From an optimization exercise on the open Yosys and OpenROAD flow, aimed at small area and a short achievable clock period; shortcuts taken in it are not production practice. No functional check of the RTL was part of any run shown here.

File: design/flow/design.v
`timescale 1ns/1ns
module datapath(
    input clk , rst , ldX , ldT , upd ,
    input signed [6:0] x1in , x2in ,
    input signed [1:0] tin ,
    output [1:0] tout ,
    output eq
);
    reg signed [6:0] x1 , x2 ;
    reg t1 ;
    reg [11:0] w1h , w2h ;
    reg [7:0] bhp ;
    wire ng = upd & tin[1] ;
    wire [11:0] w1n , w2n ;
    wire [7:0] bhn = bhp + {{6{ng}}, upd & ~tin[1], upd} ;
    wire [6:0] x1n = ldX ? x1in : x1 ;
    wire [6:0] x2n = ldX ? x2in : x2 ;
    always @(posedge clk, posedge rst) begin
        if (rst) begin
            x1 <= 0 ; x2 <= 0 ; t1 <= 0 ;
            w1h <= 0 ; w2h <= 0 ; bhp <= 8'd16 ;
        end else begin
            x1 <= x1n ; x2 <= x2n ;
            if (ldT) t1 <= tin[1] ;
            w1h <= w1n ; w2h <= w2n ; bhp <= bhn ;
        end
    end
    wire [1:0] lo1 = {x1n[0] & w1h[1], x1n[0] & w1h[0]} ;
    wire [1:0] lo2 = {x2n[0] & w2h[1], x2n[0] & w2h[0]} ;
    wire [2:0] tlo = {1'b0, lo1 + lo2} + {1'b0, (x1n[1] & w1h[0]) ^ (x2n[1] & w2h[0]), 1'b0} ;
    wire [1:0] m1 = {(x1n[1] & w1h[0]) ^ (x1n[0] & w1h[1]), x1n[0] & w1h[0]} ;
    wire [1:0] m2 = {(x2n[1] & w2h[0]) ^ (x2n[0] & w2h[1]), x2n[0] & w2h[0]} ;
    wire [3:0] kq = {1'b0, tlo} + 4'd4 - {2'b0, m1} - {2'b0, m2} ;
    wire n1 = x1in[0] ^ tin[1];
    wire n2 = upd & n1;
    wire n3 = x1in[1] ^ tin[1];
    wire n4 = upd & n3;
    wire n5 = x1in[2] ^ tin[1];
    wire n6 = upd & n5;
    wire n7 = x1in[3] ^ tin[1];
    wire n8 = upd & n7;
    wire n9 = x1in[4] ^ tin[1];
    wire n10 = upd & n9;
    wire n11 = x1in[5] ^ tin[1];
    wire n12 = upd & n11;
    wire n13 = x1in[6] ^ tin[1];
    wire n14 = upd & n13;
    wire n15, n16;
    fa u_n15 (.a(w1h[0]), .b(n2), .c(ng), .s(n15), .co(n16));
    wire n17, n18;
    fa u_n17 (.a(w1h[1]), .b(n4), .c(n2), .s(n17), .co(n18));
    wire n19, n20;
    fa u_n19 (.a(w1h[2]), .b(n6), .c(n4), .s(n19), .co(n20));
    wire n21, n22;
    fa u_n21 (.a(w1h[3]), .b(n8), .c(n6), .s(n21), .co(n22));
    wire n23, n24;
    fa u_n23 (.a(w1h[4]), .b(n10), .c(n8), .s(n23), .co(n24));
    wire n25, n26;
    fa u_n25 (.a(w1h[5]), .b(n12), .c(n10), .s(n25), .co(n26));
    wire n27, n28;
    fa u_n27 (.a(w1h[6]), .b(n14), .c(n12), .s(n27), .co(n28));
    wire n29, n30;
    fa u_n29 (.a(w1h[7]), .b(n14), .c(n14), .s(n29), .co(n30));
    wire n31, n32;
    fa u_n31 (.a(w1h[8]), .b(n14), .c(n14), .s(n31), .co(n32));
    wire n33, n34;
    fa u_n33 (.a(w1h[9]), .b(n14), .c(n14), .s(n33), .co(n34));
    wire n35, n36;
    fa u_n35 (.a(w1h[10]), .b(n14), .c(n14), .s(n35), .co(n36));
    wire n37 = w1h[11] ^ n14 ^ n14;
    wire n38 = n15 & ng;
    wire n39 = n17 & n16;
    wire n40 = n19 & n18;
    wire n41 = n21 & n20;
    wire n42 = n23 & n22;
    wire n43 = n25 & n24;
    wire n44 = n27 & n26;
    wire n45 = n29 & n28;
    wire n46 = n31 & n30;
    wire n47 = n33 & n32;
    wire n48 = n35 & n34;
    wire n49 = n37 & n36;
    wire n50 = n15 ^ ng;
    wire n51 = n17 ^ n16;
    wire n52 = n19 ^ n18;
    wire n53 = n21 ^ n20;
    wire n54 = n23 ^ n22;
    wire n55 = n25 ^ n24;
    wire n56 = n27 ^ n26;
    wire n57 = n29 ^ n28;
    wire n58 = n31 ^ n30;
    wire n59 = n33 ^ n32;
    wire n60 = n35 ^ n34;
    wire n61 = n37 ^ n36;
    wire n62 = n38 | n50 & ng;
    wire n63 = n39 | n51 & n62;
    wire n64 = n51 & n50;
    wire n65 = n41 | n53 & n40;
    wire n66 = n53 & n52;
    wire n67 = n43 | n55 & n42;
    wire n68 = n55 & n54;
    wire n69 = n45 | n57 & n44;
    wire n70 = n57 & n56;
    wire n71 = n47 | n59 & n46;
    wire n72 = n59 & n58;
    wire n73 = n49 | n61 & n48;
    wire n74 = n61 & n60;
    wire n75 = n40 | n52 & n63;
    wire n76 = n52 & n64;
    wire n77 = n65 | n66 & n63;
    wire n78 = n66 & n64;
    wire n79 = n44 | n56 & n67;
    wire n80 = n56 & n68;
    wire n81 = n69 | n70 & n67;
    wire n82 = n70 & n68;
    wire n83 = n48 | n60 & n71;
    wire n84 = n60 & n72;
    wire n85 = n73 | n74 & n71;
    wire n86 = n74 & n72;
    wire n87 = n42 | n54 & n77;
    wire n88 = n54 & n78;
    wire n89 = n67 | n68 & n77;
    wire n90 = n68 & n78;
    wire n91 = n79 | n80 & n77;
    wire n92 = n80 & n78;
    wire n93 = n81 | n82 & n77;
    wire n94 = n82 & n78;
    wire n95 = n46 | n58 & n93;
    wire n96 = n58 & n94;
    wire n97 = n71 | n72 & n93;
    wire n98 = n72 & n94;
    wire n99 = n83 | n84 & n93;
    wire n100 = n84 & n94;
    wire n101 = n85 | n86 & n93;
    wire n102 = n86 & n94;
    wire n103 = n50 ^ ng;
    wire n104 = n51 ^ n62;
    wire n105 = n52 ^ n63;
    wire n106 = n53 ^ n75;
    wire n107 = n54 ^ n77;
    wire n108 = n55 ^ n87;
    wire n109 = n56 ^ n89;
    wire n110 = n57 ^ n91;
    wire n111 = n58 ^ n93;
    wire n112 = n59 ^ n95;
    wire n113 = n60 ^ n97;
    wire n114 = n61 ^ n99;
    wire n115 = x2in[0] ^ tin[1];
    wire n116 = upd & n115;
    wire n117 = x2in[1] ^ tin[1];
    wire n118 = upd & n117;
    wire n119 = x2in[2] ^ tin[1];
    wire n120 = upd & n119;
    wire n121 = x2in[3] ^ tin[1];
    wire n122 = upd & n121;
    wire n123 = x2in[4] ^ tin[1];
    wire n124 = upd & n123;
    wire n125 = x2in[5] ^ tin[1];
    wire n126 = upd & n125;
    wire n127 = x2in[6] ^ tin[1];
    wire n128 = upd & n127;
    wire n129, n130;
    fa u_n129 (.a(w2h[0]), .b(n116), .c(ng), .s(n129), .co(n130));
    wire n131, n132;
    fa u_n131 (.a(w2h[1]), .b(n118), .c(n116), .s(n131), .co(n132));
    wire n133, n134;
    fa u_n133 (.a(w2h[2]), .b(n120), .c(n118), .s(n133), .co(n134));
    wire n135, n136;
    fa u_n135 (.a(w2h[3]), .b(n122), .c(n120), .s(n135), .co(n136));
    wire n137, n138;
    fa u_n137 (.a(w2h[4]), .b(n124), .c(n122), .s(n137), .co(n138));
    wire n139, n140;
    fa u_n139 (.a(w2h[5]), .b(n126), .c(n124), .s(n139), .co(n140));
    wire n141, n142;
    fa u_n141 (.a(w2h[6]), .b(n128), .c(n126), .s(n141), .co(n142));
    wire n143, n144;
    fa u_n143 (.a(w2h[7]), .b(n128), .c(n128), .s(n143), .co(n144));
    wire n145, n146;
    fa u_n145 (.a(w2h[8]), .b(n128), .c(n128), .s(n145), .co(n146));
    wire n147, n148;
    fa u_n147 (.a(w2h[9]), .b(n128), .c(n128), .s(n147), .co(n148));
    wire n149, n150;
    fa u_n149 (.a(w2h[10]), .b(n128), .c(n128), .s(n149), .co(n150));
    wire n151 = w2h[11] ^ n128 ^ n128;
    wire n152 = n129 & ng;
    wire n153 = n131 & n130;
    wire n154 = n133 & n132;
    wire n155 = n135 & n134;
    wire n156 = n137 & n136;
    wire n157 = n139 & n138;
    wire n158 = n141 & n140;
    wire n159 = n143 & n142;
    wire n160 = n145 & n144;
    wire n161 = n147 & n146;
    wire n162 = n149 & n148;
    wire n163 = n151 & n150;
    wire n164 = n129 ^ ng;
    wire n165 = n131 ^ n130;
    wire n166 = n133 ^ n132;
    wire n167 = n135 ^ n134;
    wire n168 = n137 ^ n136;
    wire n169 = n139 ^ n138;
    wire n170 = n141 ^ n140;
    wire n171 = n143 ^ n142;
    wire n172 = n145 ^ n144;
    wire n173 = n147 ^ n146;
    wire n174 = n149 ^ n148;
    wire n175 = n151 ^ n150;
    wire n176 = n152 | n164 & ng;
    wire n177 = n153 | n165 & n176;
    wire n178 = n165 & n164;
    wire n179 = n155 | n167 & n154;
    wire n180 = n167 & n166;
    wire n181 = n157 | n169 & n156;
    wire n182 = n169 & n168;
    wire n183 = n159 | n171 & n158;
    wire n184 = n171 & n170;
    wire n185 = n161 | n173 & n160;
    wire n186 = n173 & n172;
    wire n187 = n163 | n175 & n162;
    wire n188 = n175 & n174;
    wire n189 = n154 | n166 & n177;
    wire n190 = n166 & n178;
    wire n191 = n179 | n180 & n177;
    wire n192 = n180 & n178;
    wire n193 = n158 | n170 & n181;
    wire n194 = n170 & n182;
    wire n195 = n183 | n184 & n181;
    wire n196 = n184 & n182;
    wire n197 = n162 | n174 & n185;
    wire n198 = n174 & n186;
    wire n199 = n187 | n188 & n185;
    wire n200 = n188 & n186;
    wire n201 = n156 | n168 & n191;
    wire n202 = n168 & n192;
    wire n203 = n181 | n182 & n191;
    wire n204 = n182 & n192;
    wire n205 = n193 | n194 & n191;
    wire n206 = n194 & n192;
    wire n207 = n195 | n196 & n191;
    wire n208 = n196 & n192;
    wire n209 = n160 | n172 & n207;
    wire n210 = n172 & n208;
    wire n211 = n185 | n186 & n207;
    wire n212 = n186 & n208;
    wire n213 = n197 | n198 & n207;
    wire n214 = n198 & n208;
    wire n215 = n199 | n200 & n207;
    wire n216 = n200 & n208;
    wire n217 = n164 ^ ng;
    wire n218 = n165 ^ n176;
    wire n219 = n166 ^ n177;
    wire n220 = n167 ^ n189;
    wire n221 = n168 ^ n191;
    wire n222 = n169 ^ n201;
    wire n223 = n170 ^ n203;
    wire n224 = n171 ^ n205;
    wire n225 = n172 ^ n207;
    wire n226 = n173 ^ n209;
    wire n227 = n174 ^ n211;
    wire n228 = n175 ^ n213;
    wire n229 = w1h[0] & w2h[0];
    wire n230 = w1h[1] & w2h[1];
    wire n231 = w1h[2] & w2h[2];
    wire n232 = w1h[3] & w2h[3];
    wire n233 = w1h[4] & w2h[4];
    wire n234 = w1h[5] & w2h[5];
    wire n235 = w1h[6] & w2h[6];
    wire n236 = w1h[7] & w2h[7];
    wire n237 = w1h[8] & w2h[8];
    wire n238 = w1h[9] & w2h[9];
    wire n239 = w1h[10] & w2h[10];
    wire n240 = w1h[11] & w2h[11];
    wire n241 = w1h[11] & w2h[11];
    wire n242 = w1h[0] ^ w2h[0];
    wire n243 = w1h[1] ^ w2h[1];
    wire n244 = w1h[2] ^ w2h[2];
    wire n245 = w1h[3] ^ w2h[3];
    wire n246 = w1h[4] ^ w2h[4];
    wire n247 = w1h[5] ^ w2h[5];
    wire n248 = w1h[6] ^ w2h[6];
    wire n249 = w1h[7] ^ w2h[7];
    wire n250 = w1h[8] ^ w2h[8];
    wire n251 = w1h[9] ^ w2h[9];
    wire n252 = w1h[10] ^ w2h[10];
    wire n253 = w1h[11] ^ w2h[11];
    wire n254 = w1h[11] ^ w2h[11];
    wire n255 = n230 | n243 & n229;
    wire n256 = n243 & n242;
    wire n257 = n232 | n245 & n231;
    wire n258 = n245 & n244;
    wire n259 = n234 | n247 & n233;
    wire n260 = n247 & n246;
    wire n261 = n236 | n249 & n235;
    wire n262 = n249 & n248;
    wire n263 = n238 | n251 & n237;
    wire n264 = n251 & n250;
    wire n265 = n240 | n253 & n239;
    wire n266 = n253 & n252;
    wire n267 = n231 | n244 & n255;
    wire n268 = n244 & n256;
    wire n269 = n257 | n258 & n255;
    wire n270 = n258 & n256;
    wire n271 = n235 | n248 & n259;
    wire n272 = n248 & n260;
    wire n273 = n261 | n262 & n259;
    wire n274 = n262 & n260;
    wire n275 = n239 | n252 & n263;
    wire n276 = n252 & n264;
    wire n277 = n265 | n266 & n263;
    wire n278 = n266 & n264;
    wire n279 = n233 | n246 & n269;
    wire n280 = n246 & n270;
    wire n281 = n259 | n260 & n269;
    wire n282 = n260 & n270;
    wire n283 = n271 | n272 & n269;
    wire n284 = n272 & n270;
    wire n285 = n273 | n274 & n269;
    wire n286 = n274 & n270;
    wire n287 = n241 | n254 & n277;
    wire n288 = n254 & n278;
    wire n289 = n237 | n250 & n285;
    wire n290 = n250 & n286;
    wire n291 = n263 | n264 & n285;
    wire n292 = n264 & n286;
    wire n293 = n275 | n276 & n285;
    wire n294 = n276 & n286;
    wire n295 = n277 | n278 & n285;
    wire n296 = n278 & n286;
    wire n297 = n287 | n288 & n285;
    wire n298 = n288 & n286;
    wire n299 = n243 ^ n229;
    wire n300 = n244 ^ n255;
    wire n301 = n245 ^ n267;
    wire n302 = n246 ^ n269;
    wire n303 = n247 ^ n279;
    wire n304 = n248 ^ n281;
    wire n305 = n249 ^ n283;
    wire n306 = n250 ^ n285;
    wire n307 = n251 ^ n289;
    wire n308 = n252 ^ n291;
    wire n309 = n253 ^ n293;
    wire n310 = n254 ^ n295;
    wire n311 = x1n[0] ? (x2n[0] ? n300 : w1h[2]) : (x2n[0] & w2h[2]);
    wire n312 = x1n[0] ? (x2n[0] ? n301 : w1h[3]) : (x2n[0] & w2h[3]);
    wire n313 = x1n[0] ? (x2n[0] ? n302 : w1h[4]) : (x2n[0] & w2h[4]);
    wire n314 = x1n[0] ? (x2n[0] ? n303 : w1h[5]) : (x2n[0] & w2h[5]);
    wire n315 = x1n[0] ? (x2n[0] ? n304 : w1h[6]) : (x2n[0] & w2h[6]);
    wire n316 = x1n[0] ? (x2n[0] ? n305 : w1h[7]) : (x2n[0] & w2h[7]);
    wire n317 = x1n[0] ? (x2n[0] ? n306 : w1h[8]) : (x2n[0] & w2h[8]);
    wire n318 = x1n[0] ? (x2n[0] ? n307 : w1h[9]) : (x2n[0] & w2h[9]);
    wire n319 = x1n[0] ? (x2n[0] ? n308 : w1h[10]) : (x2n[0] & w2h[10]);
    wire n320 = x1n[0] ? (x2n[0] ? n309 : w1h[11]) : (x2n[0] & w2h[11]);
    wire n321 = x1n[0] ? (x2n[0] ? n310 : w1h[11]) : (x2n[0] & w2h[11]);
    wire n322 = ~n321;
    wire n323 = x1n[1] ? (x2n[1] ? n299 : w1h[1]) : (x2n[1] & w2h[1]);
    wire n324 = x1n[1] ? (x2n[1] ? n300 : w1h[2]) : (x2n[1] & w2h[2]);
    wire n325 = x1n[1] ? (x2n[1] ? n301 : w1h[3]) : (x2n[1] & w2h[3]);
    wire n326 = x1n[1] ? (x2n[1] ? n302 : w1h[4]) : (x2n[1] & w2h[4]);
    wire n327 = x1n[1] ? (x2n[1] ? n303 : w1h[5]) : (x2n[1] & w2h[5]);
    wire n328 = x1n[1] ? (x2n[1] ? n304 : w1h[6]) : (x2n[1] & w2h[6]);
    wire n329 = x1n[1] ? (x2n[1] ? n305 : w1h[7]) : (x2n[1] & w2h[7]);
    wire n330 = x1n[1] ? (x2n[1] ? n306 : w1h[8]) : (x2n[1] & w2h[8]);
    wire n331 = x1n[1] ? (x2n[1] ? n307 : w1h[9]) : (x2n[1] & w2h[9]);
    wire n332 = x1n[1] ? (x2n[1] ? n308 : w1h[10]) : (x2n[1] & w2h[10]);
    wire n333 = x1n[1] ? (x2n[1] ? n309 : w1h[11]) : (x2n[1] & w2h[11]);
    wire n334 = x1n[1] ? (x2n[1] ? n310 : w1h[11]) : (x2n[1] & w2h[11]);
    wire n335 = ~n334;
    wire n336 = x1n[2] ? (x2n[2] ? n242 : w1h[0]) : (x2n[2] & w2h[0]);
    wire n337 = x1n[2] ? (x2n[2] ? n299 : w1h[1]) : (x2n[2] & w2h[1]);
    wire n338 = x1n[2] ? (x2n[2] ? n300 : w1h[2]) : (x2n[2] & w2h[2]);
    wire n339 = x1n[2] ? (x2n[2] ? n301 : w1h[3]) : (x2n[2] & w2h[3]);
    wire n340 = x1n[2] ? (x2n[2] ? n302 : w1h[4]) : (x2n[2] & w2h[4]);
    wire n341 = x1n[2] ? (x2n[2] ? n303 : w1h[5]) : (x2n[2] & w2h[5]);
    wire n342 = x1n[2] ? (x2n[2] ? n304 : w1h[6]) : (x2n[2] & w2h[6]);
    wire n343 = x1n[2] ? (x2n[2] ? n305 : w1h[7]) : (x2n[2] & w2h[7]);
    wire n344 = x1n[2] ? (x2n[2] ? n306 : w1h[8]) : (x2n[2] & w2h[8]);
    wire n345 = x1n[2] ? (x2n[2] ? n307 : w1h[9]) : (x2n[2] & w2h[9]);
    wire n346 = x1n[2] ? (x2n[2] ? n308 : w1h[10]) : (x2n[2] & w2h[10]);
    wire n347 = x1n[2] ? (x2n[2] ? n309 : w1h[11]) : (x2n[2] & w2h[11]);
    wire n348 = x1n[2] ? (x2n[2] ? n310 : w1h[11]) : (x2n[2] & w2h[11]);
    wire n349 = ~n348;
    wire n350 = x1n[3] ? (x2n[3] ? n242 : w1h[0]) : (x2n[3] & w2h[0]);
    wire n351 = x1n[3] ? (x2n[3] ? n299 : w1h[1]) : (x2n[3] & w2h[1]);
    wire n352 = x1n[3] ? (x2n[3] ? n300 : w1h[2]) : (x2n[3] & w2h[2]);
    wire n353 = x1n[3] ? (x2n[3] ? n301 : w1h[3]) : (x2n[3] & w2h[3]);
    wire n354 = x1n[3] ? (x2n[3] ? n302 : w1h[4]) : (x2n[3] & w2h[4]);
    wire n355 = x1n[3] ? (x2n[3] ? n303 : w1h[5]) : (x2n[3] & w2h[5]);
    wire n356 = x1n[3] ? (x2n[3] ? n304 : w1h[6]) : (x2n[3] & w2h[6]);
    wire n357 = x1n[3] ? (x2n[3] ? n305 : w1h[7]) : (x2n[3] & w2h[7]);
    wire n358 = x1n[3] ? (x2n[3] ? n306 : w1h[8]) : (x2n[3] & w2h[8]);
    wire n359 = x1n[3] ? (x2n[3] ? n307 : w1h[9]) : (x2n[3] & w2h[9]);
    wire n360 = x1n[3] ? (x2n[3] ? n308 : w1h[10]) : (x2n[3] & w2h[10]);
    wire n361 = x1n[3] ? (x2n[3] ? n309 : w1h[11]) : (x2n[3] & w2h[11]);
    wire n362 = x1n[3] ? (x2n[3] ? n310 : w1h[11]) : (x2n[3] & w2h[11]);
    wire n363 = ~n362;
    wire n364 = x1n[4] ? (x2n[4] ? n242 : w1h[0]) : (x2n[4] & w2h[0]);
    wire n365 = x1n[4] ? (x2n[4] ? n299 : w1h[1]) : (x2n[4] & w2h[1]);
    wire n366 = x1n[4] ? (x2n[4] ? n300 : w1h[2]) : (x2n[4] & w2h[2]);
    wire n367 = x1n[4] ? (x2n[4] ? n301 : w1h[3]) : (x2n[4] & w2h[3]);
    wire n368 = x1n[4] ? (x2n[4] ? n302 : w1h[4]) : (x2n[4] & w2h[4]);
    wire n369 = x1n[4] ? (x2n[4] ? n303 : w1h[5]) : (x2n[4] & w2h[5]);
    wire n370 = x1n[4] ? (x2n[4] ? n304 : w1h[6]) : (x2n[4] & w2h[6]);
    wire n371 = x1n[4] ? (x2n[4] ? n305 : w1h[7]) : (x2n[4] & w2h[7]);
    wire n372 = x1n[4] ? (x2n[4] ? n306 : w1h[8]) : (x2n[4] & w2h[8]);
    wire n373 = x1n[4] ? (x2n[4] ? n307 : w1h[9]) : (x2n[4] & w2h[9]);
    wire n374 = x1n[4] ? (x2n[4] ? n308 : w1h[10]) : (x2n[4] & w2h[10]);
    wire n375 = x1n[4] ? (x2n[4] ? n309 : w1h[11]) : (x2n[4] & w2h[11]);
    wire n376 = x1n[5] ? (x2n[5] ? n242 : w1h[0]) : (x2n[5] & w2h[0]);
    wire n377 = x1n[5] ? (x2n[5] ? n299 : w1h[1]) : (x2n[5] & w2h[1]);
    wire n378 = x1n[5] ? (x2n[5] ? n300 : w1h[2]) : (x2n[5] & w2h[2]);
    wire n379 = x1n[5] ? (x2n[5] ? n301 : w1h[3]) : (x2n[5] & w2h[3]);
    wire n380 = x1n[5] ? (x2n[5] ? n302 : w1h[4]) : (x2n[5] & w2h[4]);
    wire n381 = x1n[5] ? (x2n[5] ? n303 : w1h[5]) : (x2n[5] & w2h[5]);
    wire n382 = x1n[5] ? (x2n[5] ? n304 : w1h[6]) : (x2n[5] & w2h[6]);
    wire n383 = x1n[5] ? (x2n[5] ? n305 : w1h[7]) : (x2n[5] & w2h[7]);
    wire n384 = x1n[5] ? (x2n[5] ? n306 : w1h[8]) : (x2n[5] & w2h[8]);
    wire n385 = x1n[5] ? (x2n[5] ? n307 : w1h[9]) : (x2n[5] & w2h[9]);
    wire n386 = x1n[5] ? (x2n[5] ? n308 : w1h[10]) : (x2n[5] & w2h[10]);
    wire n387 = x1n[6] ? (x2n[6] ? n242 : w1h[0]) : (x2n[6] & w2h[0]);
    wire n388 = ~n387;
    wire n389 = x1n[6] ? (x2n[6] ? n299 : w1h[1]) : (x2n[6] & w2h[1]);
    wire n390 = ~n389;
    wire n391 = x1n[6] ? (x2n[6] ? n300 : w1h[2]) : (x2n[6] & w2h[2]);
    wire n392 = ~n391;
    wire n393 = x1n[6] ? (x2n[6] ? n301 : w1h[3]) : (x2n[6] & w2h[3]);
    wire n394 = ~n393;
    wire n395 = x1n[6] ? (x2n[6] ? n302 : w1h[4]) : (x2n[6] & w2h[4]);
    wire n396 = ~n395;
    wire n397 = x1n[6] ? (x2n[6] ? n303 : w1h[5]) : (x2n[6] & w2h[5]);
    wire n398 = ~n397;
    wire n399 = x1n[6] ? (x2n[6] ? n304 : w1h[6]) : (x2n[6] & w2h[6]);
    wire n400 = ~n399;
    wire n401 = x1n[6] ? (x2n[6] ? n305 : w1h[7]) : (x2n[6] & w2h[7]);
    wire n402 = ~n401;
    wire n403 = x1n[6] ? (x2n[6] ? n306 : w1h[8]) : (x2n[6] & w2h[8]);
    wire n404 = ~n403;
    wire n405 = x1n[6] ? (x2n[6] ? n307 : w1h[9]) : (x2n[6] & w2h[9]);
    wire n406 = ~n405;
    wire n407 = 1'b1;
    wire n408 = 1'b1;
    wire n409 = 1'b1;
    wire n410 = 1'b1;
    wire n411, n412;
    fa u_n411 (.a(n407), .b(n311), .c(n323), .s(n411), .co(n412));
    wire n413, n414;
    fa u_n413 (.a(n336), .b(kq[2]), .c(n411), .s(n413), .co(n414));
    wire n415, n416;
    fa u_n415 (.a(n408), .b(n312), .c(n324), .s(n415), .co(n416));
    wire n417, n418;
    fa u_n417 (.a(n337), .b(n350), .c(kq[3]), .s(n417), .co(n418));
    wire n419, n420;
    fa u_n419 (.a(n412), .b(n415), .c(n417), .s(n419), .co(n420));
    wire n421, n422;
    fa u_n421 (.a(n409), .b(n313), .c(n325), .s(n421), .co(n422));
    wire n423, n424;
    fa u_n423 (.a(n338), .b(n351), .c(n364), .s(n423), .co(n424));
    wire n425, n426;
    fa u_n425 (.a(n416), .b(n421), .c(n423), .s(n425), .co(n426));
    wire n427, n428;
    fa u_n427 (.a(n418), .b(n425), .c(n420), .s(n427), .co(n428));
    wire n429, n430;
    fa u_n429 (.a(n410), .b(n314), .c(n326), .s(n429), .co(n430));
    wire n431, n432;
    fa u_n431 (.a(n339), .b(n352), .c(n365), .s(n431), .co(n432));
    wire n433, n434;
    fa u_n433 (.a(n376), .b(n422), .c(n424), .s(n433), .co(n434));
    wire n435, n436;
    fa u_n435 (.a(n429), .b(n431), .c(n433), .s(n435), .co(n436));
    wire n437, n438;
    fa u_n437 (.a(n426), .b(n435), .c(n428), .s(n437), .co(n438));
    wire n439, n440;
    fa u_n439 (.a(n315), .b(n327), .c(n340), .s(n439), .co(n440));
    wire n441, n442;
    fa u_n441 (.a(n353), .b(n366), .c(n377), .s(n441), .co(n442));
    wire n443, n444;
    fa u_n443 (.a(n388), .b(n430), .c(n432), .s(n443), .co(n444));
    wire n445, n446;
    fa u_n445 (.a(n439), .b(n441), .c(n434), .s(n445), .co(n446));
    wire n447, n448;
    fa u_n447 (.a(n443), .b(n436), .c(n445), .s(n447), .co(n448));
    wire n449, n450;
    fa u_n449 (.a(n316), .b(n328), .c(n341), .s(n449), .co(n450));
    wire n451, n452;
    fa u_n451 (.a(n354), .b(n367), .c(n378), .s(n451), .co(n452));
    wire n453, n454;
    fa u_n453 (.a(n390), .b(n440), .c(n442), .s(n453), .co(n454));
    wire n455, n456;
    fa u_n455 (.a(n449), .b(n451), .c(n444), .s(n455), .co(n456));
    wire n457, n458;
    fa u_n457 (.a(n453), .b(n446), .c(n455), .s(n457), .co(n458));
    wire n459, n460;
    fa u_n459 (.a(bhp[0]), .b(n317), .c(n329), .s(n459), .co(n460));
    wire n461, n462;
    fa u_n461 (.a(n342), .b(n355), .c(n368), .s(n461), .co(n462));
    wire n463, n464;
    fa u_n463 (.a(n379), .b(n392), .c(n450), .s(n463), .co(n464));
    wire n465, n466;
    fa u_n465 (.a(n452), .b(n459), .c(n461), .s(n465), .co(n466));
    wire n467, n468;
    fa u_n467 (.a(n454), .b(n463), .c(n465), .s(n467), .co(n468));
    wire n469, n470;
    fa u_n469 (.a(n456), .b(n467), .c(n458), .s(n469), .co(n470));
    wire n471, n472;
    fa u_n471 (.a(bhp[1]), .b(n318), .c(n330), .s(n471), .co(n472));
    wire n473, n474;
    fa u_n473 (.a(n343), .b(n356), .c(n369), .s(n473), .co(n474));
    wire n475, n476;
    fa u_n475 (.a(n380), .b(n394), .c(n460), .s(n475), .co(n476));
    wire n477, n478;
    fa u_n477 (.a(n462), .b(n471), .c(n473), .s(n477), .co(n478));
    wire n479, n480;
    fa u_n479 (.a(n464), .b(n475), .c(n466), .s(n479), .co(n480));
    wire n481, n482;
    fa u_n481 (.a(n477), .b(n468), .c(n479), .s(n481), .co(n482));
    wire n483, n484;
    fa u_n483 (.a(bhp[2]), .b(n319), .c(n331), .s(n483), .co(n484));
    wire n485, n486;
    fa u_n485 (.a(n344), .b(n357), .c(n370), .s(n485), .co(n486));
    wire n487, n488;
    fa u_n487 (.a(n381), .b(n396), .c(n472), .s(n487), .co(n488));
    wire n489, n490;
    fa u_n489 (.a(n474), .b(n483), .c(n485), .s(n489), .co(n490));
    wire n491, n492;
    fa u_n491 (.a(n476), .b(n487), .c(n478), .s(n491), .co(n492));
    wire n493, n494;
    fa u_n493 (.a(n489), .b(n480), .c(n491), .s(n493), .co(n494));
    wire n495, n496;
    fa u_n495 (.a(bhp[3]), .b(n320), .c(n332), .s(n495), .co(n496));
    wire n497, n498;
    fa u_n497 (.a(n345), .b(n358), .c(n371), .s(n497), .co(n498));
    wire n499, n500;
    fa u_n499 (.a(n382), .b(n398), .c(n484), .s(n499), .co(n500));
    wire n501, n502;
    fa u_n501 (.a(n486), .b(n495), .c(n497), .s(n501), .co(n502));
    wire n503, n504;
    fa u_n503 (.a(n488), .b(n499), .c(n490), .s(n503), .co(n504));
    wire n505, n506;
    fa u_n505 (.a(n501), .b(n492), .c(n503), .s(n505), .co(n506));
    wire n507, n508;
    fa u_n507 (.a(bhp[4]), .b(n322), .c(n333), .s(n507), .co(n508));
    wire n509, n510;
    fa u_n509 (.a(n346), .b(n359), .c(n372), .s(n509), .co(n510));
    wire n511, n512;
    fa u_n511 (.a(n383), .b(n400), .c(n496), .s(n511), .co(n512));
    wire n513, n514;
    fa u_n513 (.a(n498), .b(n507), .c(n509), .s(n513), .co(n514));
    wire n515, n516;
    fa u_n515 (.a(n500), .b(n511), .c(n502), .s(n515), .co(n516));
    wire n517, n518;
    fa u_n517 (.a(n513), .b(n504), .c(n515), .s(n517), .co(n518));
    wire n519, n520;
    fa u_n519 (.a(bhp[5]), .b(n335), .c(n347), .s(n519), .co(n520));
    wire n521, n522;
    fa u_n521 (.a(n360), .b(n373), .c(n384), .s(n521), .co(n522));
    wire n523, n524;
    fa u_n523 (.a(n402), .b(n508), .c(n510), .s(n523), .co(n524));
    wire n525, n526;
    fa u_n525 (.a(n519), .b(n521), .c(n512), .s(n525), .co(n526));
    wire n527, n528;
    fa u_n527 (.a(n523), .b(n514), .c(n516), .s(n527), .co(n528));
    wire n529, n530;
    fa u_n529 (.a(n525), .b(n518), .c(n527), .s(n529), .co(n530));
    wire n531, n532;
    fa u_n531 (.a(bhp[6]), .b(n349), .c(n361), .s(n531), .co(n532));
    wire n533, n534;
    fa u_n533 (.a(n374), .b(n385), .c(n404), .s(n533), .co(n534));
    wire n535, n536;
    fa u_n535 (.a(n520), .b(n522), .c(n531), .s(n535), .co(n536));
    wire n537, n538;
    fa u_n537 (.a(n533), .b(n524), .c(n535), .s(n537), .co(n538));
    wire n539, n540;
    fa u_n539 (.a(n526), .b(n537), .c(n528), .s(n539), .co(n540));
    wire n541 = bhp[7] ^ n363 ^ n375;
    wire n542 = n386 ^ n406 ^ n532;
    wire n543 = n534 ^ n541 ^ n542;
    wire n544 = n536 ^ n538 ^ n543;
    assign w1n = {n114, n113, n112, n111, n110, n109, n108, n107, n106, n105, n104, n103} ;
    assign w2n = {n228, n227, n226, n225, n224, n223, n222, n221, n220, n219, n218, n217} ;
    reg [22:0] cs ;
    always @(posedge clk, posedge rst) begin
        if (rst) cs <= 23'b11101101010101010101011 ;
        else cs <= {n529, n469, n437, n413, n427, n544, n540, n539, n530, n517, n506, n505, n494, n493, n482, n481, n470, n457, n448, n447, n438, n419, n414} ;
    end
    wire n545 = cs[0] & cs[1];
    wire n546 = cs[0] ^ cs[1];
    wire n547 = cs[2] & cs[3];
    wire n548 = cs[2] ^ cs[3];
    wire n549 = cs[4] & cs[5];
    wire n550 = cs[4] ^ cs[5];
    wire n551 = cs[6] & cs[7];
    wire n552 = cs[6] ^ cs[7];
    wire n553 = cs[8] & cs[9];
    wire n554 = cs[8] ^ cs[9];
    wire n555 = cs[10] & cs[11];
    wire n556 = cs[10] ^ cs[11];
    wire n557 = cs[12] & cs[13];
    wire n558 = cs[12] ^ cs[13];
    wire n559 = cs[14] & cs[15];
    wire n560 = cs[14] ^ cs[15];
    wire n561 = cs[16] & cs[17];
    wire n562 = cs[16] ^ cs[17];
    wire n563 = cs[18] & n545;
    wire n564 = cs[18] & n546;
    wire n565 = n564 & cs[19];
    wire n566 = n549 | n550 & n547;
    wire n567 = n550 & n548;
    wire n568 = n567 & cs[20];
    wire n569 = n566 | n568 & n563;
    wire n570 = n568 & n565;
    wire n571 = n553 | n554 & n551;
    wire n572 = n554 & n552;
    wire n573 = n572 & cs[21];
    wire n574 = n557 | n558 & n555;
    wire n575 = n558 & n556;
    wire n576 = n560 & cs[22];
    wire n577 = n559 | n576 & n574;
    wire n578 = n576 & n575;
    wire n579 = n577 | n578 & n571;
    wire n580 = n578 & n573;
    wire n581 = n579 | n580 & n569;
    wire n582 = n580 & n570;
    wire n583 = cs[16] ^ cs[17] ^ n581;
    assign eq = ~(n583 ^ t1) ;
    assign tout = { n583 , 1'b1 } ;
endmodule
module fa(input a, b, c, output s, co);
    assign s = a ^ b ^ c ;
    assign co = a & b | a & c | b & c ;
endmodule
`timescale 1ns/1ns
module controller(
    input clk , rst , eq , start , EOF , EOI ,
    output ldX , ldT , upd , updating ,
    output reg learned
);
    reg [2:0] ps, ns;
    localparam [2:0] idle = 0, starting = 1, toLearn = 2, getX = 3, update = 4, test = 5;
    always @(*) begin
        case (ps)
            idle     : ns = start ? starting : idle;
            starting : ns = learned ? test : toLearn;
            toLearn  : ns = getX;
            getX     : ns = EOF ? starting : (eq ? getX : update);
            update   : ns = getX;
            test     : ns = EOI ? idle : test;
            default  : ns = idle;
        endcase
    end
    assign ldX = (ps == getX) | (ps == test);
    assign ldT = (ps == getX);
    assign upd = (ps == getX) & ~EOF & ~eq;
    assign updating = (ps == getX) & ~eq;
    always @(posedge clk, posedge rst) begin
        if (rst) learned <= 1'b0;
        else if (ns == toLearn) learned <= 1'b1;
        else if (ns == update) learned <= 1'b0;
    end
    always @(posedge clk, posedge rst) begin
        if (rst) ps <= idle;
        else ps <= ns;
    end
endmodule
`timescale 1ns/1ns
module neuron(
    input clk , rst , start , EOI , EOF ,
    input signed [6:0] x1 , x2 ,
    input signed [1:0] tin ,
    output learned , updating ,
    output signed [1:0] tout
);
    wire ldX, ldT, upd, eq;
    datapath dp(
        .clk(clk), .rst(rst), .ldX(ldX), .ldT(ldT), .upd(upd),
        .x1in(x1), .x2in(x2), .tin(tin), .tout(tout), .eq(eq)
    );
    controller ct(
        .clk(clk), .rst(rst), .eq(eq), .start(start), .EOF(EOF), .EOI(EOI),
        .ldX(ldX), .ldT(ldT), .upd(upd), .updating(updating), .learned(learned)
    );
endmodule
File: design/flow/run.sh
#!/bin/bash
# synth_recipe.tcl (not shown) runs the flow's synth.tcl, then flattens the netlist and writes it again
# the make line also repeats each setting of config.mk as NAME=value (left out here)
make -C /OpenROAD-flow-scripts/flow DESIGN_CONFIG=/design/flow/config.mk WORK_HOME=/design/flow/orfs CLKGATE_MAP_FILE= SYNTH_SCRIPT=/design/flow/synth_recipe.tcl finish
File: design/flow/config.mk
export PLATFORM = sky130hd
export DESIGN_NAME = neuron
export DESIGN_NICKNAME = neuron
export VERILOG_FILES = /design/flow/design.v
export SDC_FILE = /design/flow/constraint.sdc
export NUM_CORES = 4
export LEC_CHECK = 0
export CAP_MARGIN = 20
export CORE_MARGIN = 2
export CORE_UTILIZATION = 40
export SETUP_SLACK_MARGIN = 5
export SLEW_MARGIN = 20
export SYNTH_HIERARCHICAL = 1
File: design/flow/constraint.sdc
create_clock -name core_clock -period 9.5 [get_ports {clk}]
set_input_delay 1.9000 -clock core_clock [delete_from_list [all_inputs] [get_ports {clk}]]
set_output_delay 1.9000 -clock core_clock [all_outputs]
set_load 0.01 [all_outputs]
==> metrics.md, run 1 <==
| Metric | Value |
|---|---|
| Status | no timing/DRC/antenna violations |
| Drt drc | 0 |
| HPWL after DPL | 15,170 um |
| Share of cells above drive strength 1 | 0.3729 |
| CP endpoint kind | flip-flop |
| Area grow syn2layout | 33.00% |
| Largest net degree at the start of global routing | 70 |
| Number of port buffers | 22 |
| Clk slew on worst S/H paths | 0.06 ns |
| Fill count | 1,551 |
| Register area | 1863 um2 |
| Clock sink count | 73 |
| CTS tree | yes |
| Die X | 142.7 um |
| Worst Hold Endpoint | dp.bhp[0] |
| Fmax achieved | 0.1978 GHz |
| Final Net Count | 1,039 |
| Post-synth cell types | 59 |
| Setup CP Type | in2reg |
| Initial antenna violation count | 0 |
| Hold depth | 1 |
| Period utilisation layout | 0.5322 |
| Mapped Cells | 751 |
| Root Buffer | clkbuf_16 |
| Post-Route Setup TNS | 0 ns |
| RSZ-0062 raised after global routing | true |
| FFs w/ async S/R, synth | 1.000 |
| DIE AREA | 20,380 um2 |
| Syn avg cell area | 10.25 um2 |
| Post-route ant nets | 0 |
| First-pass DRT Iterations | 6 |
| Die Ht | 142.7 um |
| Worst EP required | 9.80 ns |
| Number of max-cap violations | 0 |
| Cell family with most CP delay | adder cells |
| Min Clock Period, post-route | 5.056 ns |
| Max Transition Viols Final | 0 |
| Worst setup SP type | primary input |
| Total GRT Usage | 0.2642 |
| Synthesized flop and latch total | 73 |
| R2R setup slack | 4.66 ns |
| First-pass GRT wire length | 39,760 um |
| Fin area | 10,240 um2 |
| Worst path depth | 15 |
| Reg2reg end | dp.cs[20] |
| Overflow after GRT | 0 |
| Clk buf depth | 2 |
| Slowest-stage cell, CP | fa_2 |
| FP Rows | 50 |
| Hold Crit Class | reg2reg |
| Endpoints failing setup | 0 |
| Routed WL per cell | 22.66 um |
| Yosys Warn Count | 8 |
| Clock skew | 0.01371 ns |
| Multi-input combinational cell area | 6256 um2 |
| Synth Cell Area | 7700 um2 |
| Post-synth EDFFs | 0 |
| Worst Path Arrival | 5.35 ns |
| Routed WL | 25,180 um |
| Most used cell, CP | fa_2 |
| CTS Buf Count | 9 |
| Core area | 18,770 um2 |
| Crit-path max cell delay | 0.51 ns |
| Gpl congestion | 0.8902 |
| Final hold vios | 0 |
| Detailed Route Iter0 Violations | 681 |
| RR Startpoint | ct.ps[2] |
| Via Count | 6,477 |
| Cell Area, Placed | 8327 um2 |
| Skew-Pair Late Insertion Delay | 0.36 ns |
| Prevailing post-synth register cell | dfrtp_1 |
| Slew @ Worst Pin | 0.9423 ns |
| WP buf/inv | 3 |
| Antenna cells | 0 |
| Critical-path maximum fanout | 3 |
| Starting density of the core | 0.4103 |
| Via density | 5.830 |
| Number of global-route vias before repair | 6,761 |
| Seq/Total Area, Yosys | 0.2397 |
| Worst slew margin | 0.3718 |
| # H-tree levels | 3 |
| Number of top-level pins | 25 |
| Commonest non-fill, non-tap cell in the layout | buf_4 |
| FF-to-FF path depth | 17 |
| Worst-path cell chain | buf_4 -> mux2i_4 -> inv_2 -> nand2_2 -> xnor2_1 -> ha_1 -> inv_2 -> fa_2 -> nor2b_4 -> a21oi_2 -> xnor2_2 -> fa_1 -> fa_2 -> fa_2 -> fa_1 |
| Hold path startpoint | dp.bhp[0] |
| Most frequent cells in the layout | 96 x buf_4, 84 x nand2_1, 55 x fa_1 |
stage by stage:
step / instances / worst slack [ns] / utilization / hold slack, ns
floorplan: 755 / 4.114 / - / 0.5023
global placement: 972 / 2.907 / 0.4437 / 0.5143
detailed placement: 972 / 2.879 / 0.4437 / 0.5181
CTS: 1088 / 4.355 / 0.5269 / 0.5691
global route: 1111 / 4.338 / 0.5457 / 0.5938
finish: 1111 / 4.444 / 0.5457 / 0.5595
cell usage after synthesis (all sizes together) (10+ instances only):
library cell	count	area share
fa	101	0.26
nand2	91	0.044
o21ai	82	0.056
dfrtp	58	0.19
a22o	52	0.059
ha	45	0.073
xor2	37	0.042
clkbuf	35	0.017
inv	34	0.017
a21oi	28	0.018
nor2	22	0.012
xnor2	21	0.027
and2	17	0.014
dfstp	15	0.051
a21o	13	0.013
a22oi	13	0.013
mux2	11	0.016
mux2i	10	0.015
per-module statistics from Yosys (local to each module, per instance), excerpt:
module / cells / flip-flops and latches / area [um2]
controller: 31 / 4 / 262.8
datapath: 633 / 69 / 5695
fa: 1 / 0 / 20.02
how the worst max path moves through the flow:
stage / slack, ns / end / start
floorplan: 4.11 / dp.cs[20] / x2[0]
global placement: 2.91 / dp.cs[20] / x2[1]
detailed placement: 2.88 / dp.cs[20] / x2[1]
finish: 4.44 / dp.cs[20] / x2[1]
global route: 4.34 / dp.cs[20] / x2[1]
CTS: 4.36 / dp.cs[20] / x1[1]
routing by layer:
metal,up-vias,track usage,wire [um]
li1,2829,-,-
met1,3219,0.3558,10260
met2,333,0.4259,11810
met3,96,0.04695,1955
met4,0,0.1047,1150
met5,-,0,0
registers in the layout (all words and copies together) (netlist names), 3 cells and up:
| signal | flops |
|---|---|
| ct.ps | 3 |
| dp.bhp | 8 |
| dp.cs | 22 |
| dp.w1h | 12 |
| dp.w2h | 12 |
| dp.x1 | 7 |
| dp.x2 | 7 |
cell families (layout without fill, tap and decap cells):
logic type                 after synthesis  after routing  synth area share
buffers and inverters                   78            195           0.03965
muxes                                   21             26           0.03071
DFF                                     73             73            0.2397
other                                    1              5         0.0004870
and+or+nand+nor                        159            159           0.09506
adders and majority gates              146            146            0.3357
xor gates and xnor gates                59             59           0.07231
AOI/OAI and AO/OA                      214            214            0.1864
final cells by class:
| type | instances | share of cell area |
|---|---|---|
| clock buffer | 9 | 0.02199 |
| tap | 234 | 0.02859 |
| inverter | 34 | 0.01295 |
| clock inverter | 7 | 0.008186 |
| multi-input combinational | 609 | 0.6109 |
| sequential | 73 | 0.1819 |
| timing repair buffer | 145 | 0.1355 |
what timing repair did:
action	4_1_cts	5_1_grt
hold buffers	0	0
endpoints found under the hold margin	0	0
buffers inserted	91	23
resized for setup	172	52
gates cloned	9	0
pin swaps	54	50
endpoints found under the setup margin	51	32
==> run 2, diff against run 1 <==
--- a/design/flow/design.v
+++ b/design/flow/design.v
@@ -469,4 +469,2 @@
     fa u_n435 (.a(n429), .b(n431), .c(n433), .s(n435), .co(n436));
-    wire n437, n438;
-    fa u_n437 (.a(n426), .b(n435), .c(n428), .s(n437), .co(n438));
     wire n439, n440;
@@ -501,4 +499,2 @@
     fa u_n467 (.a(n454), .b(n463), .c(n465), .s(n467), .co(n468));
-    wire n469, n470;
-    fa u_n469 (.a(n456), .b(n467), .c(n458), .s(n469), .co(n470));
     wire n471, n472;
@@ -561,4 +557,2 @@
     fa u_n527 (.a(n523), .b(n514), .c(n516), .s(n527), .co(n528));
-    wire n529, n530;
-    fa u_n529 (.a(n525), .b(n518), .c(n527), .s(n529), .co(n530));
     wire n531, n532;
@@ -571,4 +565,2 @@
     fa u_n537 (.a(n533), .b(n524), .c(n535), .s(n537), .co(n538));
-    wire n539, n540;
-    fa u_n539 (.a(n526), .b(n537), .c(n528), .s(n539), .co(n540));
     wire n541 = bhp[7] ^ n363 ^ n375;
@@ -579,31 +571,39 @@
     assign w2n = {n228, n227, n226, n225, n224, n223, n222, n221, n220, n219, n218, n217} ;
-    reg [22:0] cs ;
+    reg [26:0] cs ;
     always @(posedge clk, posedge rst) begin
-        if (rst) cs <= 23'b11101101010101010101011 ;
-        else cs <= {n529, n469, n437, n413, n427, n544, n540, n539, n530, n517, n506, n505, n494, n493, n482, n481, n470, n457, n448, n447, n438, n419, n414} ;
+        if (rst) cs <= 27'b011101010110111010001010010 ;
+        else cs <= {n413, n427, n544, n517, n506, n505, n494, n493, n482, n481, n457, n448, n447, n419, n414, n528, n537, n526, n527, n518, n525, n458, n467, n456, n428, n435, n426} ;
     end
-    wire n545 = cs[0] & cs[1];
-    wire n546 = cs[0] ^ cs[1];
-    wire n547 = cs[2] & cs[3];
-    wire n548 = cs[2] ^ cs[3];
-    wire n549 = cs[4] & cs[5];
-    wire n550 = cs[4] ^ cs[5];
-    wire n551 = cs[6] & cs[7];
-    wire n552 = cs[6] ^ cs[7];
-    wire n553 = cs[8] & cs[9];
-    wire n554 = cs[8] ^ cs[9];
-    wire n555 = cs[10] & cs[11];
-    wire n556 = cs[10] ^ cs[11];
-    wire n557 = cs[12] & cs[13];
-    wire n558 = cs[12] ^ cs[13];
-    wire n559 = cs[14] & cs[15];
-    wire n560 = cs[14] ^ cs[15];
-    wire n561 = cs[16] & cs[17];
-    wire n562 = cs[16] ^ cs[17];
-    wire n563 = cs[18] & n545;
-    wire n564 = cs[18] & n546;
-    wire n565 = n564 & cs[19];
+    wire n437, n438;
+    fa u_n437 (.a(cs[0]), .b(cs[1]), .c(cs[2]), .s(n437), .co(n438));
+    wire n469, n470;
+    fa u_n469 (.a(cs[3]), .b(cs[4]), .c(cs[5]), .s(n469), .co(n470));
+    wire n529, n530;
+    fa u_n529 (.a(cs[6]), .b(cs[7]), .c(cs[8]), .s(n529), .co(n530));
+    wire n539, n540;
+    fa u_n539 (.a(cs[9]), .b(cs[10]), .c(cs[11]), .s(n539), .co(n540));
+    wire n545 = cs[12] & cs[13];
+    wire n546 = cs[12] ^ cs[13];
+    wire n547 = n438 & cs[14];
+    wire n548 = n438 ^ cs[14];
+    wire n549 = cs[15] & cs[16];
+    wire n550 = cs[15] ^ cs[16];
+    wire n551 = n470 & cs[17];
+    wire n552 = n470 ^ cs[17];
+    wire n553 = cs[18] & cs[19];
+    wire n554 = cs[18] ^ cs[19];
+    wire n555 = cs[20] & cs[21];
+    wire n556 = cs[20] ^ cs[21];
+    wire n557 = cs[22] & cs[23];
+    wire n558 = cs[22] ^ cs[23];
+    wire n559 = n530 & n539;
+    wire n560 = n530 ^ n539;
+    wire n561 = n540 & cs[24];
+    wire n562 = n540 ^ cs[24];
+    wire n563 = cs[25] & n545;
+    wire n564 = cs[25] & n546;
+    wire n565 = n564 & cs[26];
     wire n566 = n549 | n550 & n547;
     wire n567 = n550 & n548;
-    wire n568 = n567 & cs[20];
+    wire n568 = n567 & n437;
     wire n569 = n566 | n568 & n563;
@@ -612,6 +612,6 @@
     wire n572 = n554 & n552;
-    wire n573 = n572 & cs[21];
+    wire n573 = n572 & n469;
     wire n574 = n557 | n558 & n555;
     wire n575 = n558 & n556;
-    wire n576 = n560 & cs[22];
+    wire n576 = n560 & n529;
     wire n577 = n559 | n576 & n574;
@@ -622,3 +622,3 @@
     wire n582 = n580 & n570;
-    wire n583 = cs[16] ^ cs[17] ^ n581;
+    wire n583 = n540 ^ cs[24] ^ n581;
     assign eq = ~(n583 ^ t1) ;
==> run 2 against run 1 <==
Compared with the run above: global-route usage shrank 1.9 points; final area shrank 1.6%; critical path depth is the same; flip-flop and latch count grew 4; final cell count grew 0.81%; sequential share of layout area grew 1.3 points; die area grew 1.3%; critical endpoint is now updating; largest cell class unchanged.
==> metrics.md, run 2 <==
| Metric | Value |
|---|---|
| Gpl congestion | 0.8719 (-2.1%) |
| Post-route ant nets | 0 (unchanged) |
| Root Buffer | clkbuf_16 |
| HPWL after DPL | 15,230 um (+0.44%) |
| Slew @ Worst Pin | 0.9613 ns (+0.01900 ns) |
| Biggest registers after layout | dp.cs: 26 flops, dp.w1h: 12 flops, dp.w2h: 12 flops |
| Endpoints failing setup | 0 (unchanged) |
| Worst slew margin | 0.3592 (-0.01267) |
| PnR worst setup slack | 4.356 ns (-0.08818 ns) |
| Total GRT Usage | 0.2451 (-0.01908) |
| Die Ht | 143.6 um (+0.63%) |
| Hold depth | 1 (unchanged) |
| Worst EP required | 7.60 ns (-2.20 ns) |
| Reg2reg end | dp.w2h[9] |
| Yosys Warn Count | 8 (unchanged) |
| Post-synth cell types | 59 (unchanged) |
| Cells after DPL | 1,007 (+3.6%) |
| FFs w/ async S/R, synth | 1.000 (unchanged) |
| Min Clock Period, post-route | 5.144 ns (+0.08818 ns) |
| Clock skew | 0.01144 ns (-0.002266 ns) |
| CP endpoint kind | output pin |
| RSZ-0062 raised after global routing | true |
| Share of cells above drive strength 1 | 0.3485 (-0.02432) |
| Synth top area cells | fa_1 26%, dfrtp_1 20%, ha_1 7.2%, a22o_1 5.8%, dfstp_2 5.1% |
| Hold-fix buffers, CTS | 0 (unchanged) |
| Syn avg cell area | 10.33 um2 (+0.76%) |
| Core area | 19,270 um2 (+2.7%) |
| Max Transition Viols Final | 0 (unchanged) |
| Worst setup SP type | flip-flop |
| Synthesized flop and latch total | 77 (+5.5%) |
| Hold Crit Class | reg2reg |
| Post-place setup slack | 2.921 ns (+0.04134 ns) |
| Worst Path Arrival | 3.24 ns (-2.11 ns) |
| DIE AREA | 20,630 um2 (+1.3%) |
| CTS Buf Count | 9 (unchanged) |
| Initial antenna violation count | 0 (unchanged) |
| Final Net Count | 1,017 (-2.1%) |
| Detailed Route Iter0 Violations | 514 (-25%) |
| Routed WL per cell | 21.23 um (-6.3%) |
| Clk buf depth | 2 (unchanged) |
| Hold path startpoint | dp.bhp[0] |
| Via Count | 6,449 (-0.43%) |
| Number of port buffers | 22 (unchanged) |
| R2R setup slack | 4.36 ns (-0.30 ns) |
| # H-tree levels | 3 (unchanged) |
| Number of top-level pins | 25 (unchanged) |
| Largest Register | dp.cs |
| Clock sink count | 77 (+5.5%) |
| Most frequent cell after synthesis | fa_1 |
| Hold_ws | 0.5571 ns (-0.002447 ns) |
| Skew-Pair Late Insertion Delay | 0.36 ns (about the same) |
| FP Rows | 51 (+2.0%) |
| Seq/Total Area, Yosys | 0.2494 (+0.009757) |
| FF-to-FF path depth | 22 (+5) |
| Yosys top cell area share | 0.2592 (-0.003370) |
| Overflow after GRT | 0 (unchanged) |
| Routed WL | 23,770 um (-5.6%) |
| Synth Cell Area | 7800 um2 (+1.3%) |
| Number of max-cap violations | 0 (unchanged) |
| Via density | 5.758 (-1.2%) |
| Drt drc | 0 (unchanged) |
| First-pass GRT wire length | 37,810 um (-4.9%) |
| Largest net degree at the start of global routing | 74 (+5.7%) |
| Number of global-route vias before repair | 6,835 (+1.1%) |
| Setup CP Type | reg2out |
| Cell taking the most area after synthesis | fa_1 |
| Mapped Cells | 755 (+0.53%) |
| Post-Route Setup TNS | 0 ns (unchanged) |
| Fmax achieved | 0.1944 GHz (-1.7%) |
| Prevailing post-synth register cell | dfrtp_1 |
| Worst Hold Endpoint | dp.bhp[0] |
| Most frequent cells in the layout | 87 x nand2_1, 69 x buf_4, 52 x fa_2 |
| Final hold vios | 0 (unchanged) |
| Period utilisation layout | 0.5415 (+0.009282) |
| First-pass DRT Iterations | 6 (unchanged) |
| Max reg flops | 26 (+18%) |
| Commonest non-fill, non-tap cell in the layout | nand2_1 |
| Status | no timing/DRC/antenna violations |
| Antenna cells | 0 (unchanged) |
| Area grow syn2layout | 29.20% |
| Clk slew on worst S/H paths | 0.07 ns (about the same) |
| CTS tree | yes |
| RR Startpoint | dp.cs[0] |
| Critical-path maximum fanout | 2 (-1) |
| Die X | 143.6 um (+0.63%) |
| Starting density of the core | 0.4048 (-0.005514) |
| Post-synth EDFFs | 0 (unchanged) |
| Non-Filler Instances | 1,120 (+0.81%) |
| Commonest cells post-synth | 101 x fa_1, 91 x nand2_1, 62 x dfrtp_1 |
## run 2: repair_timing
action,in CTS,in global routing
endpoints found under the setup margin,58,42
pin swaps,41,44
gates cloned,6,0
buffers inserted,71,20
resized for setup,143,65
## run 2: worst max-delay path by stage
stage	start	to	slack [ns]	cells after the start
floorplan	x2[0]	dp.cs[25]	4.45	13
global placement	x2[3]	dp.cs[24]	2.94	14
detailed placement	x2[3]	dp.cs[24]	2.92	14
CTS	dp.cs[0]	dp.w2h[9]	4.26	22
global route	dp.cs[1]	dp.w2h[9]	4.08	22
finish	dp.cs[0]	updating	4.36	15
## run 2: metal layers
metal	vias up	routed length, um	global-route usage
met2	326	11200	0.3915
met1	3220	9501	0.3162
li1	2811	-	-
met3	92	1875	0.04065
met4	0	1192	0.1414
met5	-	0	0
## run 2: layout make-up
cell class | instances | area (um2)
Clock buffer | 10 | 239.0
Clock inverter | 6 | 38.79
Fill cell | 1691 | 9194
Inverter | 34 | 136.4
Multi-Input combinational cell | 608 | 6231
Sequential cell | 77 | 1959
Tap cell | 265 | 331.6
Timing Repair Buffer | 120 | 1141
## run 2: stage by stage
step | cell area (um2) | util
finish | 10080 | 0.5229
global route | 10080 | 0.5229
CTS | 9758 | 0.5064
detailed placement | 8447 | 0.4383
global placement | 8447 | 0.4383
floorplan | 8130 | -
## run 2: per-module statistics from Yosys, one instance, submodules excluded, excerpt
module	copies in the design	cells
controller	1	31
datapath	1	637
fa	87	1
## run 2: cell families after synthesis
family          count (synthesis)  share of synthesized area
compound gates                214                     0.1840
xor+xnor                       59                    0.07138
simple gates                  159                    0.09384
fa+ha+maj                     146                     0.3314
mux                            21                    0.03032
other cells                     1                  0.0004808
buf+inv                        78                    0.03914
flops                          77                     0.2494
## run 2: worst max-delay path: stages, from the launching register on
cell and delay [ns]:
dfrtp_1 0.38, fa_1 0.42, ha_1 0.28, a31o_1 0.22, a21oi_2 0.15, o21ai_2 0.08
a21o_1 0.22, a31oi_4 0.16, xnor2_2 0.14, buf_6 0.17, xnor2_4 0.08, buf_4 0.14
buf_6 0.10, buf_4 0.12, nor2_1 0.08, buf_2 0.14

==> static timing again, ports no longer ideal <==
Ports are ideal in the flow. The routed layouts listed here were re-timed in OpenROAD.
Step 1, drivers: a clkbuf_16 drives clk and a buf_2 each remaining input, both assumed.
Step 2 times the ports against the registers' clock, not the clock port: input delays grow and output delays shrink by t, the midpoint of the rising clock arrivals with the driver on.
Slacks: no drivers / after step 1 / after step 2; pairs: no drivers / after step 1.
run	shift t [ns]	setup WS [ns]	clock arrival spread, ns	slew at the worst register clock pin (ns)
run 1	0.396	4.444 / 4.466 / 4.070	0.013 / 0.014	0.07 / 0.07
run 2	0.397	4.356 / 4.312 / 4.137	0.011 / 0.011	0.07 / 0.07
After both steps every run listed still meets setup and hold. For run 1, which loses most, drivers alone change the setup slack by +0.022 ns; drivers and shift together by -0.374 ns.
